Context: an optimization exercise on an open-source flow, tuned for small area and a short achievable clock period. The choices shown serve that exercise and are no tape-out recipe. The RTL was checked by simulation tests, not by an equivalence proof against the original design.

==> run R <==
==> flow/design.v (excerpt) <==
module systolic_array_8x8 #(
    parameter N = 8,
    parameter DATA_WIDTH = 8,
    parameter ACC_WIDTH = 32
) (
    input  wire clk,
    input  wire rst,
    input  wire [N*DATA_WIDTH-1:0] a_in_top,
    input  wire [N*DATA_WIDTH-1:0] b_in_left,
    output wire [N*N*ACC_WIDTH-1:0] c_out_matrix
);
    wire [7:0] a_d [0:N-1][0:N-1];
    wire [7:0] b_d [0:N-1][0:N-1];
    reg  [7:0] a_reg [0:N-2][0:N-1];
    reg  [7:0] b_reg [0:N-1][0:N-2];
    genvar i, j;
    generate
        for (i = 0; i < N; i = i + 1) begin : g_row
            for (j = 0; j < N; j = j + 1) begin : g_col
                if (i == 0) begin : g_atop
                    assign a_d[i][j] = a_in_top[j*8 +: 8];
                end else begin : g_ain
                    assign a_d[i][j] = a_reg[i-1][j];
                end
                if (j == 0) begin : g_bleft
                    assign b_d[i][j] = b_in_left[i*8 +: 8];
                end else begin : g_bin
                    assign b_d[i][j] = b_reg[i][j-1];
                end
                if (i < N-1) begin : g_areg
                    always @(posedge clk)
                        a_reg[i][j] <= rst ? 8'd0 : a_d[i][j];
                end
                if (j < N-1) begin : g_breg
                    always @(posedge clk)
                        b_reg[i][j] <= rst ? 8'd0 : b_d[i][j];
                end
                pe u_pe (.clk(clk), .rst(rst), .a_in(a_d[i][j]), .b_in(b_d[i][j]),
                         .p_sum_out(c_out_matrix[(i*N + j)*ACC_WIDTH +: ACC_WIDTH]));
            end
        end
    endgenerate
endmodule
==> module inc16, before the edit <==
module inc16 (
    input  wire [15:0] x,
    input  wire        ci,
    output wire [15:0] y
);
    wire [3:0] blk;
    wire [3:0] bc;
    wire [15:0] t;
    genvar q;
    generate for (q = 0; q < 4; q = q + 1) begin : g_blk
        assign blk[q] = &x[4*q +: 4];
    end endgenerate
    assign bc[0] = ci;
    assign bc[1] = ci & blk[0];
    assign bc[2] = ci & blk[0] & blk[1];
    assign bc[3] = ci & blk[0] & blk[1] & blk[2];
    generate for (q = 0; q < 4; q = q + 1) begin : g_in
        assign t[4*q]   = bc[q];
        assign t[4*q+1] = bc[q] & x[4*q];
        assign t[4*q+2] = bc[q] & x[4*q] & x[4*q+1];
        assign t[4*q+3] = bc[q] & x[4*q] & x[4*q+1] & x[4*q+2];
    end endgenerate
    assign y = x ^ t;
endmodule
clock: 7.0 ns
lec_check: 0
cap_margin: 20
core_margin: 2
core_utilization: 62
cts_buf_list: sky130_fd_sc_hd__clkbuf_8
setup_slack_margin: 2.0
slew_margin: 20
standard.sh (not shown) runs the stock make flow with config.mk's settings and CLKGATE_MAP_FILE= SYNTH_SCRIPT=/design/flow/synth_recipe.tcl, a recipe that flattens the netlist after the stock synthesis.
==> flow/flow/run.sh <==
#!/bin/bash
# Own layout flow:
#  1. the standard synthesis, unchanged;
#  2. flow/polfix.py re-chooses which full-adder cells work on complemented
#     signals (a full adder is self-dual), and simple gates (and2 or nand2, ...) use the complement cell, removing most of the inverters that
#     synthesis leaves between adder cells; registers are not touched;
#  3. the standard ORFS layout from floorplan to finish, with sky130 buf_1
#     cells as the port buffers.
# Each step's full output goes to its own log file in this folder.
set -euo pipefail
R=orfs/results/sky130hd/systolic_array_8x8/base
bash standard.sh synth > synth.log 2>&1
cp "$R/1_2_yosys.v" "$R/1_2_yosys_std.v"
python3 flow/polfix.py "$R/1_2_yosys_std.v" "$R/1_2_yosys.v" > polfix.log 2>&1
rm -f "$R/1_synth.odb" "$R/1_synth.sdc"
export BUFFER_PORTS_ARGS="-buffer_cell sky130_fd_sc_hd__buf_1"
bash standard.sh finish > layout.log 2>&1
Other scripts of this flow, unchanged in this note and not shown: flow/flow/polfix.py
==> inputs of run P, as changes to run R <==
--- a/flow/design.v
+++ b/flow/design.v
@@ -33,19 +33,15 @@
 );
-    wire [3:0] blk;
-    wire [3:0] bc;
-    wire [15:0] t;
-    genvar q;
-    generate for (q = 0; q < 4; q = q + 1) begin : g_blk
-        assign blk[q] = &x[4*q +: 4];
-    end endgenerate
-    assign bc[0] = ci;
-    assign bc[1] = ci & blk[0];
-    assign bc[2] = ci & blk[0] & blk[1];
-    assign bc[3] = ci & blk[0] & blk[1] & blk[2];
-    generate for (q = 0; q < 4; q = q + 1) begin : g_in
-        assign t[4*q]   = bc[q];
-        assign t[4*q+1] = bc[q] & x[4*q];
-        assign t[4*q+2] = bc[q] & x[4*q] & x[4*q+1];
-        assign t[4*q+3] = bc[q] & x[4*q] & x[4*q+1] & x[4*q+2];
+    wire [79:0] p;
+    assign p[15:0] = x;
+    genvar l, k;
+    generate for (l = 0; l < 4; l = l + 1) begin : g_lvl
+        for (k = 0; k < 16; k = k + 1) begin : g_bit
+            if ((k >> l) & 1) begin : g_and
+                assign p[16*(l+1) + k] = p[16*l + k] & p[16*l + ((k >> l) << l) - 1];
+            end else begin : g_pass
+                assign p[16*(l+1) + k] = p[16*l + k];
+            end
+        end
     end endgenerate
+    wire [15:0] t = {p[78:64] & {15{ci}}, ci};
     assign y = x ^ t;
- CORE_UTILIZATION: 62 -> 66
- CTS_BUF_LIST: sky130_fd_sc_hd__clkbuf_8 -> not set
- SETUP_SLACK_MARGIN: 2.0 -> 2.5
==> results.txt <==
- Synthesized cell count: run R is smaller than run P (2.6%).
- Run R completed with no timing, DRC or antenna violations. Run P failed in 3_2_place_iop (PPL-0024).
- Synthesized area: run R is higher than run P (0.48%).
==> figures <==
metric                                                  run R                      run P
Result of the run                     complete, no violations  aborted with a tool error
Stage where the flow stopped                                -              3_2_place_iop
Std cell rows                                             222                        214
Yosys warnings                                              6                          6
Synthesized netlist net count                          27,600                     27,500
Post-Syn Instances                                     21,900                     22,500
Post-Synthesis Cell Area                          0.227 sq mm                0.226 sq mm
Initial core utilization                                0.621                      0.664
Horizontal die dimension                               609 um                     589 um
Mean cell area of the mapped netlist               10.3 sq um                 10.0 sq um
Chip height                                            609 um                     589 um

-- port drivers added, routing unchanged --
The flow's constraints put no driver on any port. The routed layout listed below was extracted and timed again, unchanged, in two steps.
Step 1 sets driving cells, clkbuf_16 on the clock port and buf_2 on the other inputs (assumed; they add their load-dependent delay and slew).
Step 2 moves the port delays by t, midway between the first and last clock arrival at a register: inputs arrive t later, outputs are due t later. That takes back most of the time a late clock gives input paths.
a / b / c = no drivers / after step 1 / after step 2; a / b = the first two.
run: run R
t (ns): 1.322
setup WS [ns]: 2.084 / 1.957 / 1.122
latest minus earliest clock arrival (ns): 0.090 / 0.090
After both steps run R still meets setup and hold. For run R, drivers alone change the setup slack by -0.127 ns; drivers and shift together by -0.962 ns.
